From an optimization exercise on the open Yosys and OpenROAD flow, aimed at small area and a short achievable clock period; shortcuts taken in it are not production practice.
In this exercise RTL edits were held to simulation tests only and were not proved equivalent to the original.
The clock input has no modelled driver; a real chip could not lean on it and would need a root buffer or a full tree.
No activity file was given, so power comes from the tool's default toggle rates.

==> flow/design.v (excerpt) <==
module lightpipe_recv(
    input mclk,
    input rst,
    input adat,
    output reg wclk,
    output reg [23:0] word0,
    output reg [23:0] word1,
    output reg [23:0] word2,
    output reg [23:0] word3,
    output reg [23:0] word4,
    output reg [23:0] word5,
    output reg [23:0] word6,
    output reg [23:0] word7,
    output reg [3:0] user
);
Size in the first run: ~630 cells after synthesis, about 200 I/O pins, ~8000 sq um of cells after synthesis.
==> flow/config.mk <==
export PLATFORM = sky130hd
export DESIGN_NAME = lightpipe_recv
export DESIGN_NICKNAME = lightpipe_recv
export VERILOG_FILES = /design/flow/design.v
export SDC_FILE = /design/flow/constraint.sdc
export NUM_CORES = 4
export LEC_CHECK = 0
export CAP_MARGIN = 20
export CORE_MARGIN = 2
export CORE_UTILIZATION = 55
export PLACE_DENSITY = 0.7
export SETUP_SLACK_MARGIN = 1.62
export SLEW_MARGIN = 20
export SYNTH_HIERARCHICAL = 1
==> flow/constraint.sdc <==
create_clock -name core_clock -period 3.0 [get_ports {mclk}]
set_input_delay 0.6000 -clock core_clock [delete_from_list [all_inputs] [get_ports {mclk}]]
set_output_delay 0.6000 -clock core_clock [all_outputs]
set_load 0.01 [all_outputs]
standard.sh (not shown) runs the stock make flow with config.mk's settings and CLKGATE_MAP_FILE= SYNTH_SCRIPT=/design/flow/synth_recipe.tcl, a recipe that flattens the netlist after the stock synthesis.
==> flow/flow/run.sh <==
#!/bin/bash
# Standard synthesis and layout (standard.sh), except: the ports are buffered
# by the smallest buffer, the reset port buffer and the drivers of the
# high-fanout select nets start strong (flow/presize.tcl), and the clock tree
# is a two-level tree built by flow/cts.tcl (settings in flow/cts.env).
set -euo pipefail
HERE=$(pwd)
export BUFFER_PORTS_ARGS="-buffer_cell sky130_fd_sc_hd__buf_1"
export POST_GLOBAL_PLACE_TCL=$HERE/flow/presize.tcl
export PRE_CTS_TCL=$HERE/flow/cts.tcl
export CLOCK_PORT=mclk
source $HERE/flow/cts.env
bash standard.sh > make.log 2>&1
==> flow/flow/cts.env <==
export ROOT_BUF=sky130_fd_sc_hd__inv_16
export LEAF_BUF=sky130_fd_sc_hd__inv_16
export ROOT_COUNT=4
export LEAF_SINKS=26
export PRESIZE_FANOUT=10
==> flow/flow/presize.tcl <==
# Gives the reset input a strong port buffer and the gates that drive many
# register loads a strong drive, so the resizer starts from a sensible tree
# for the high-fanout select nets. Sourced as POST_GLOBAL_PLACE_TCL, after
# the ports are buffered.
set db [ord::get_db]
set block [ord::get_db_block]
proc strong_variant {name} {
  if {[regexp {^(sky130_fd_sc_hd__[a-z0-9]+)_([0-9]+)$} $name -> base drive]} {
    foreach d {4} {
      if {$d > $drive && [[ord::get_db] findMaster ${base}_$d] != "NULL"} { return ${base}_$d }
    }
  }
  return ""
}
set n 0
foreach inst [$block getInsts] {
  set m [$inst getMaster]
  if {[string match "*dfxtp*" [$m getName]]} { continue }
  foreach it [$inst getITerms] {
    if {![$it isOutputSignal]} { continue }
    set net [$it getNet]
    if {$net == "NULL"} { continue }
    set loads [expr {[llength [$net getITerms]] - 1}]
    if {$loads >= $::env(PRESIZE_FANOUT)} {
      set v [strong_variant [$m getName]]
      if {$v != ""} {
        $inst swapMaster [$db findMaster $v]
        incr n
      }
    }
  }
}
set rstnet [[$block findBTerm rst] getNet]
foreach it [$rstnet getITerms] {
  set inst [$it getInst]
  if {[string match "*buf*" [[$inst getMaster] getName]]} {
    $inst swapMaster [$db findMaster sky130_fd_sc_hd__buf_16]
  }
}
puts "presize: upsized $n high-fanout drivers"
Other scripts of this flow, unchanged in this note and not shown: flow/flow/cts.tcl
==> next run, changes <==
==> flow/flow/run.sh (replaced) <==
#!/bin/bash
# Standard synthesis and layout (standard.sh), except: the ports are buffered
# by the smallest buffer, and the clock tree is a two-level tree built by
# flow/cts.tcl (settings in flow/cts.env).
set -euo pipefail
HERE=$(pwd)
export BUFFER_PORTS_ARGS="-buffer_cell sky130_fd_sc_hd__buf_1"
export PRE_CTS_TCL=$HERE/flow/cts.tcl
export CLOCK_PORT=mclk
source $HERE/flow/cts.env
bash standard.sh > make.log 2>&1
==> flow/flow/cts.env (replaced) <==
export ROOT_BUF=sky130_fd_sc_hd__inv_16
export LEAF_BUF=sky130_fd_sc_hd__inv_16
export ROOT_COUNT=4
export LEAF_SINKS=26
Settings changed: SETUP_SLACK_MARGIN 1.62 to 1.68.
removed: flow/flow/presize.tcl
- synthesized cell count does not change
- die area does not change
- setup slack improves by 0.050 ns
- clock skew rose by 0.011 ns
- sequential power barely changes
- core utilization rose by 6.0 points
==> next run, changes <==
--- a/flow/flow/run.sh
+++ b/flow/flow/run.sh
@@ -9,3 +9,4 @@
 export CLOCK_PORT=mclk
 source $HERE/flow/cts.env
+export SKIP_GATE_CLONING=1
 bash standard.sh > make.log 2>&1
Settings changed: SETUP_SLACK_MARGIN 1.68 to 1.62.
Result:
- The new run finished with timing, DRC and antenna clean
- cell area shrinks by a little under a tenth
- clock power barely changes
- global-route usage shrinks by 2.0 points
- flip-flop and latch count does not change
- setup slack got worse by 0.012 ns
- routed wire length shrinks by about a fifth
- sequential power barely changes
- die area is unchanged
- clock skew grows by 0.020 ns
- fmax shrinks slightly
==> next run, changes <==
--- a/flow/flow/run.sh
+++ b/flow/flow/run.sh
@@ -9,4 +9,3 @@
 export CLOCK_PORT=mclk
 source $HERE/flow/cts.env
-export SKIP_GATE_CLONING=1
 bash standard.sh > make.log 2>&1
==> flow/flow/cts.env (replaced) <==
export ROOT_BUF=sky130_fd_sc_hd__clkbuf_16
export LEAF_BUF=sky130_fd_sc_hd__clkbuf_16
export ROOT_COUNT=4
export LEAF_SINKS=26
Settings changed: SETUP_SLACK_MARGIN 1.62 to 1.5.
=> The changed run passed the timing, design-rule and antenna checks; cell area goes down by 3.9%; synthesized cell count stays the same; setup slack gets worse by 0.025 ns; combinational power shrinks by about 20%; final cell count shrinks by about 3%; maximum frequency goes down by 1.7%; synthesized area does not change.
No run of this note takes its clock network from TritonCTS; it comes from the design's own scripts or RTL.


Another version of the RTL of lightpipe_recv (not shown whole).
Size: ~260 flip-flops, ~200 I/O pins, about 0.0080 mm^2 of cells after synthesis.
clock: 3.0 ns
lec_check: 0
cap_margin: 20
core_margin: 2
core_utilization: 55
place_density: 0.7
setup_slack_margin: 1.5
slew_margin: 20
synth_hierarchical: 1
==> flow/flow/run.sh <==
#!/bin/bash
# Standard synthesis and layout (standard.sh), except: the ports are buffered
# by the smallest buffer, and the clock tree is a two-level tree built by
# flow/cts.tcl (settings in flow/cts.env).
set -euo pipefail
HERE=$(pwd)
export BUFFER_PORTS_ARGS="-buffer_cell sky130_fd_sc_hd__buf_1"
export PRE_CTS_TCL=$HERE/flow/cts.tcl
export CLOCK_PORT=mclk
source $HERE/flow/cts.env
bash standard.sh > make.log 2>&1
==> flow/flow/cts.env <==
export ROOT_BUF=sky130_fd_sc_hd__clkbuf_16
export LEAF_BUF=sky130_fd_sc_hd__clkbuf_16
export ROOT_COUNT=4
export LEAF_SINKS=15
==> flow/flow/cts.tcl <==
# Clock tree built here in place of TritonCTS: the clock port drives a few
# root buffers, each of which drives leaf buffers, one per cluster of
# flip-flops (k-means on their placed positions). Sourced by ORFS's cts.tcl
# as PRE_CTS_TCL; it then does what the rest of cts.tcl does and writes the
# CTS results itself.

proc kmeans {pts k} {
  # pts: list of {x y}; returns list of cluster index per point
  set n [llength $pts]
  set sorted [lsort -real -index 0 [lmap p $pts {set p}]]
  set cx {}; set cy {}
  for {set i 0} {$i < $k} {incr i} {
    set s [lindex $sorted [expr {int(($i + 0.5) * $n / $k)}]]
    lappend cx [lindex $s 0]; lappend cy [lindex $s 1]
  }
  for {set iter 0} {$iter < 60} {incr iter} {
    set assign {}
    foreach p $pts {
      set best 0; set bd 1e30
      for {set i 0} {$i < $k} {incr i} {
        set d [expr {abs([lindex $p 0] - [lindex $cx $i]) + abs([lindex $p 1] - [lindex $cy $i])}]
        if {$d < $bd} { set bd $d; set best $i }
      }
      lappend assign $best
    }
    set sx [lrepeat $k 0.0]; set sy [lrepeat $k 0.0]; set sc [lrepeat $k 0]
    foreach p $pts a $assign {
      lset sx $a [expr {[lindex $sx $a] + [lindex $p 0]}]
      lset sy $a [expr {[lindex $sy $a] + [lindex $p 1]}]
      lset sc $a [expr {[lindex $sc $a] + 1}]
    }
    for {set i 0} {$i < $k} {incr i} {
      if {[lindex $sc $i] > 0} {
        lset cx $i [expr {[lindex $sx $i] / [lindex $sc $i]}]
        lset cy $i [expr {[lindex $sy $i] / [lindex $sc $i]}]
      }
    }
  }
  return [list $assign $cx $cy $sc]
}

set db [ord::get_db]
set block [ord::get_db_block]
set clkport [$block findBTerm $::env(CLOCK_PORT)]
set clknet [$clkport getNet]
set leaf_master [$db findMaster $::env(LEAF_BUF)]
set root_master [$db findMaster $::env(ROOT_BUF)]
set nroot $::env(ROOT_COUNT)

set sinks {}; set pts {}
foreach it [$clknet getITerms] {
  set bb [[$it getInst] getBBox]
  lappend sinks $it
  lappend pts [list [expr {([$bb xMin] + [$bb xMax]) / 2.0}] [expr {([$bb yMin] + [$bb yMax]) / 2.0}]]
}
set n [llength $sinks]
set k [expr {int(ceil(double($n) / $::env(LEAF_SINKS)))}]
lassign [kmeans $pts $k] assign cx cy sc
puts "custom cts: $n sinks, $k leaf clusters, sizes $sc"

set leaves {}; set lpts {}
for {set i 0} {$i < $k} {incr i} {
  if {[lindex $sc $i] == 0} { lappend leaves {}; continue }
  lappend leaves $i
  lappend lpts [list [lindex $cx $i] [lindex $cy $i]]
}
lassign [kmeans $lpts $nroot] rassign rcx rcy rsc
puts "custom cts: $nroot root clusters, sizes $rsc"

set rootnets {}
for {set r 0} {$r < $nroot} {incr r} {
  if {[lindex $rsc $r] == 0} { lappend rootnets {}; continue }
  set b [odb::dbInst_create $block $root_master clkbuf_root_$r]
  $b setLocation [expr {int([lindex $rcx $r])}] [expr {int([lindex $rcy $r])}]
  $b setPlacementStatus PLACED
  set net [odb::dbNet_create $block clknet_root_$r]
  $net setSigType CLOCK
  [$b findITerm A] connect $clknet
  [$b findITerm X] connect $net
  lappend rootnets $net
}
set leafnet [dict create]
foreach i $leaves r $rassign {
  set b [odb::dbInst_create $block $leaf_master clkbuf_leaf_$i]
  $b setLocation [expr {int([lindex $cx $i])}] [expr {int([lindex $cy $i])}]
  $b setPlacementStatus PLACED
  set net [odb::dbNet_create $block clknet_leaf_$i]
  $net setSigType CLOCK
  [$b findITerm A] connect [lindex $rootnets $r]
  [$b findITerm X] connect $net
  dict set leafnet $i $net
}
foreach it $sinks a $assign {
  set inst [$it getInst]
  set dt [$inst isDoNotTouch]
  $inst setDoNotTouch 0
  $it disconnect
  $it connect [dict get $leafnet $a]
  $inst setDoNotTouch $dt
}

set_propagated_clock [all_clocks]
set_placement_padding -global \
  -left $::env(CELL_PAD_IN_SITES_DETAIL_PLACEMENT) \
  -right $::env(CELL_PAD_IN_SITES_DETAIL_PLACEMENT)
detailed_placement
log_cmd estimate_parasitics -placement
report_clock_skew
report_clock_latency

repair_timing_helper
detailed_placement
check_placement -verbose
report_metrics 4 "cts final"
orfs_write_db $::env(RESULTS_DIR)/4_1_cts.odb
orfs_write_sdc $::env(RESULTS_DIR)/4_cts.sdc
exit
Next try:
==> flow/flow/run.sh (replaced) <==
#!/bin/bash
# Standard synthesis and layout (standard.sh), except: the ports are buffered
# by a small buffer, the register-to-output paths are left as they are by the
# resizer (flow/hold_outputs.tcl), and the clock tree is a two-level tree built
# by flow/cts.tcl (settings in flow/cts.env).
set -euo pipefail
HERE=$(pwd)
export CLOCK_PORT=mclk
source $HERE/flow/cts.env
export BUFFER_PORTS_ARGS="-buffer_cell $PORT_BUF"
export PRE_CTS_TCL=$HERE/flow/cts.tcl
export PRE_FLOORPLAN_TCL=$HERE/flow/hold_outputs.tcl
export POST_GLOBAL_PLACE_TCL=$HERE/flow/hold_outputs.tcl
bash standard.sh > make.log 2>&1
==> flow/flow/cts.env (replaced) <==
export ROOT_BUF=sky130_fd_sc_hd__clkbuf_16
export LEAF_BUF=sky130_fd_sc_hd__clkbuf_16
export ROOT_COUNT=4
export LEAF_SINKS=20
export PORT_BUF=sky130_fd_sc_hd__buf_1
--- a/flow/flow/cts.tcl
+++ b/flow/flow/cts.tcl
@@ -93,8 +93,4 @@
 foreach it $sinks a $assign {
-  set inst [$it getInst]
-  set dt [$inst isDoNotTouch]
-  $inst setDoNotTouch 0
   $it disconnect
   $it connect [dict get $leafnet $a]
-  $inst setDoNotTouch $dt
 }
==> flow/flow/hold_outputs.tcl (new file) <==
# Marks the output ports' drivers (the flip-flop at floorplan, the port buffer
# after global placement) and the nets between them don't-touch, so that the
# resizer leaves the register-to-output paths as they are and spends its
# effort on the other paths. Sourced as PRE_FLOORPLAN_TCL / POST_GLOBAL_PLACE_TCL.
foreach port [get_ports -filter "direction==output"] {
  set net [get_nets -of_objects $port]
  foreach pin [get_pins -of_objects $net -filter "direction==output"] {
    set cell [get_cells -of_objects $pin]
    set_dont_touch $cell
    set_dont_touch $net
    foreach ipin [get_pins -of_objects $cell -filter "direction==input"] {
      set inet [get_nets -quiet -of_objects $ipin]
      if {$inet == ""} { continue }
      foreach dpin [get_pins -of_objects $inet -filter "direction==output"] {
        set dcell [get_cells -of_objects $dpin]
        if {[string match "*dfxtp*" [get_property [get_lib_cells -of_objects $dcell] name]]} {
          set_dont_touch $dcell
          set_dont_touch $inet
        }
      }
    }
  }
}
Settings changed: CORE_UTILIZATION 55 to 65, PLACE_DENSITY 0.7 to 0.75, SETUP_SLACK_MARGIN 1.5 to 1.65.
With this change the flow never finished: it broke off in floorplan on STA-0100.
Next try:
==> flow/flow/run.sh (replaced) <==
#!/bin/bash
# Standard synthesis and layout (standard.sh), except: the ports are buffered
# by the smallest buffer, and the clock tree is a two-level tree built by
# flow/cts.tcl (settings in flow/cts.env).
set -euo pipefail
HERE=$(pwd)
export BUFFER_PORTS_ARGS="-buffer_cell sky130_fd_sc_hd__buf_1"
export PRE_CTS_TCL=$HERE/flow/cts.tcl
export CLOCK_PORT=mclk
source $HERE/flow/cts.env
bash standard.sh > make.log 2>&1
--- a/flow/flow/cts.env
+++ b/flow/flow/cts.env
@@ -4,2 +4 @@
 export LEAF_SINKS=20
-export PORT_BUF=sky130_fd_sc_hd__buf_1
Settings changed: CORE_UTILIZATION 65 to 78, PLACE_DENSITY 0.75 to 0.85, SETUP_SLACK_MARGIN 1.65 to 1.5.
removed: flow/flow/hold_outputs.tcl
- The new run failed in global routing
Next try:
==> flow/flow/run.sh (replaced) <==
#!/bin/bash
# Standard synthesis and layout (standard.sh), except: the ports are buffered
# by a small buffer, the register-to-output paths are left as they are by the
# resizer (flow/hold_outputs.tcl), and the clock tree is a two-level tree built
# by flow/cts.tcl (settings in flow/cts.env).
set -euo pipefail
HERE=$(pwd)
export CLOCK_PORT=mclk
source $HERE/flow/cts.env
export BUFFER_PORTS_ARGS="-buffer_cell $PORT_BUF"
export PRE_CTS_TCL=$HERE/flow/cts.tcl
export PRE_FLOORPLAN_TCL=$HERE/flow/hold_outputs.tcl
export POST_GLOBAL_PLACE_TCL=$HERE/flow/hold_outputs.tcl
bash standard.sh > make.log 2>&1
--- a/flow/flow/cts.env
+++ b/flow/flow/cts.env
@@ -4 +4,2 @@
 export LEAF_SINKS=20
+export PORT_BUF=sky130_fd_sc_hd__buf_1
==> flow/flow/hold_outputs.tcl (new file) <==
# Marks the output ports' drivers (the flip-flop at floorplan, the port buffer
# and the flip-flop behind it after global placement) and the nets between
# them don't-touch, so that the resizer leaves the register-to-output paths as
# they are and spends its effort on the other paths. Sourced as
# PRE_FLOORPLAN_TCL and POST_GLOBAL_PLACE_TCL.
set hold_block [ord::get_db_block]
proc hold_driver {net} {
  foreach it [$net getITerms] {
    if {[$it isOutputSignal]} {
      set inst [$it getInst]
      $inst setDoNotTouch 1
      $net setDoNotTouch 1
      return $inst
    }
  }
  return ""
}
set n_held 0
foreach bt [$hold_block getBTerms] {
  if {[$bt getIoType] != "OUTPUT"} { continue }
  set net [$bt getNet]
  if {$net == "NULL"} { continue }
  set inst [hold_driver $net]
  if {$inst == ""} { continue }
  incr n_held
  if {![string match "*dfxtp*" [[$inst getMaster] getName]]} {
    # a port buffer: hold the flip-flop that feeds it too
    foreach it [$inst getITerms] {
      if {[$it isInputSignal] && [$it getNet] != "NULL"} { hold_driver [$it getNet] }
    }
  }
}
puts "hold_outputs: held the drivers of $n_held output ports"
Settings changed: CORE_UTILIZATION 78 to 65, PLACE_DENSITY 0.85 to 0.75, SETUP_SLACK_MARGIN 1.5 to 1.65.
Effect:
- Now the flow never finished: it broke off in clock tree synthesis
- synthesized area is unchanged
- synthesized cell count is unchanged
Next try:
==> flow/flow/run.sh (replaced) <==
#!/bin/bash
# Standard synthesis and layout (standard.sh), except: the ports are buffered
# by the smallest buffer, and the clock tree is a two-level tree built by
# flow/cts.tcl (settings in flow/cts.env).
set -euo pipefail
HERE=$(pwd)
export BUFFER_PORTS_ARGS="-buffer_cell sky130_fd_sc_hd__buf_1"
export PRE_CTS_TCL=$HERE/flow/cts.tcl
export CLOCK_PORT=mclk
source $HERE/flow/cts.env
bash standard.sh > make.log 2>&1
--- a/flow/flow/cts.env
+++ b/flow/flow/cts.env
@@ -4,2 +4 @@
 export LEAF_SINKS=20
-export PORT_BUF=sky130_fd_sc_hd__buf_1
Settings changed: SETUP_SLACK_MARGIN 1.65 to 1.6.
removed: flow/flow/hold_outputs.tcl
Outcome: Now the flow finished clean; synthesized area does not change; synthesized cell count is unchanged.
The clock cells of the first and fifth runs of this note come from the design's own scripts or RTL, not from TritonCTS.

-- static timing again, ports no longer ideal --
In the flow no input, the clock included, has a driving cell. The finished layouts below were timed again as built, in two steps.
Step 1: set_driving_cell puts a clkbuf_16 on mclk and a buf_2 on each other input, an assumption about the parent block.
Step 2 adds t to the input delays and takes it off the output delays; t is the mean of the earliest and latest rising clock arrival at the registers after step 1. Input paths then give back, and output paths get back, about the clock's delay inside the block.
Slacks: ideal / step 1 / step 2; pairs: ideal / step 1.
| run | shift t [ns] | slack for setup (ns) | worst setup path after step 2 | slew at the worst register clock pin (ns) | cell pins on the clock port's net |
|---|---|---|---|---|---|
| the first run of note 1 | 0.321 | 1.519 / 1.497 / 1.176 | input to register | 0.09 / 0.09 | 4 |
| the second run of note 1 | 0.323 | 1.570 / 1.477 / 1.354 | input to register | 0.09 / 0.10 | 4 |
| the third run of note 1 | 0.326 | 1.558 / 1.490 / 1.369 | input to register | 0.11 / 0.11 | 4 |
| the fourth run of note 1 | 0.384 | 1.533 / 1.447 / 1.248 | input to register | 0.11 / 0.11 | 4 |
| the first run of note 2 | 0.385 | 1.522 / 1.440 / 1.214 | input to register | 0.08 / 0.08 | 4 |
| the fifth run of note 2 | 0.387 | 1.565 / 1.503 / 1.249 | input to register | 0.09 / 0.09 | 4 |
After both steps setup and hold are still met in every run listed. For the first run of note 1, which loses most, drivers alone change the setup slack by -0.022 ns; drivers and shift together by -0.343 ns.
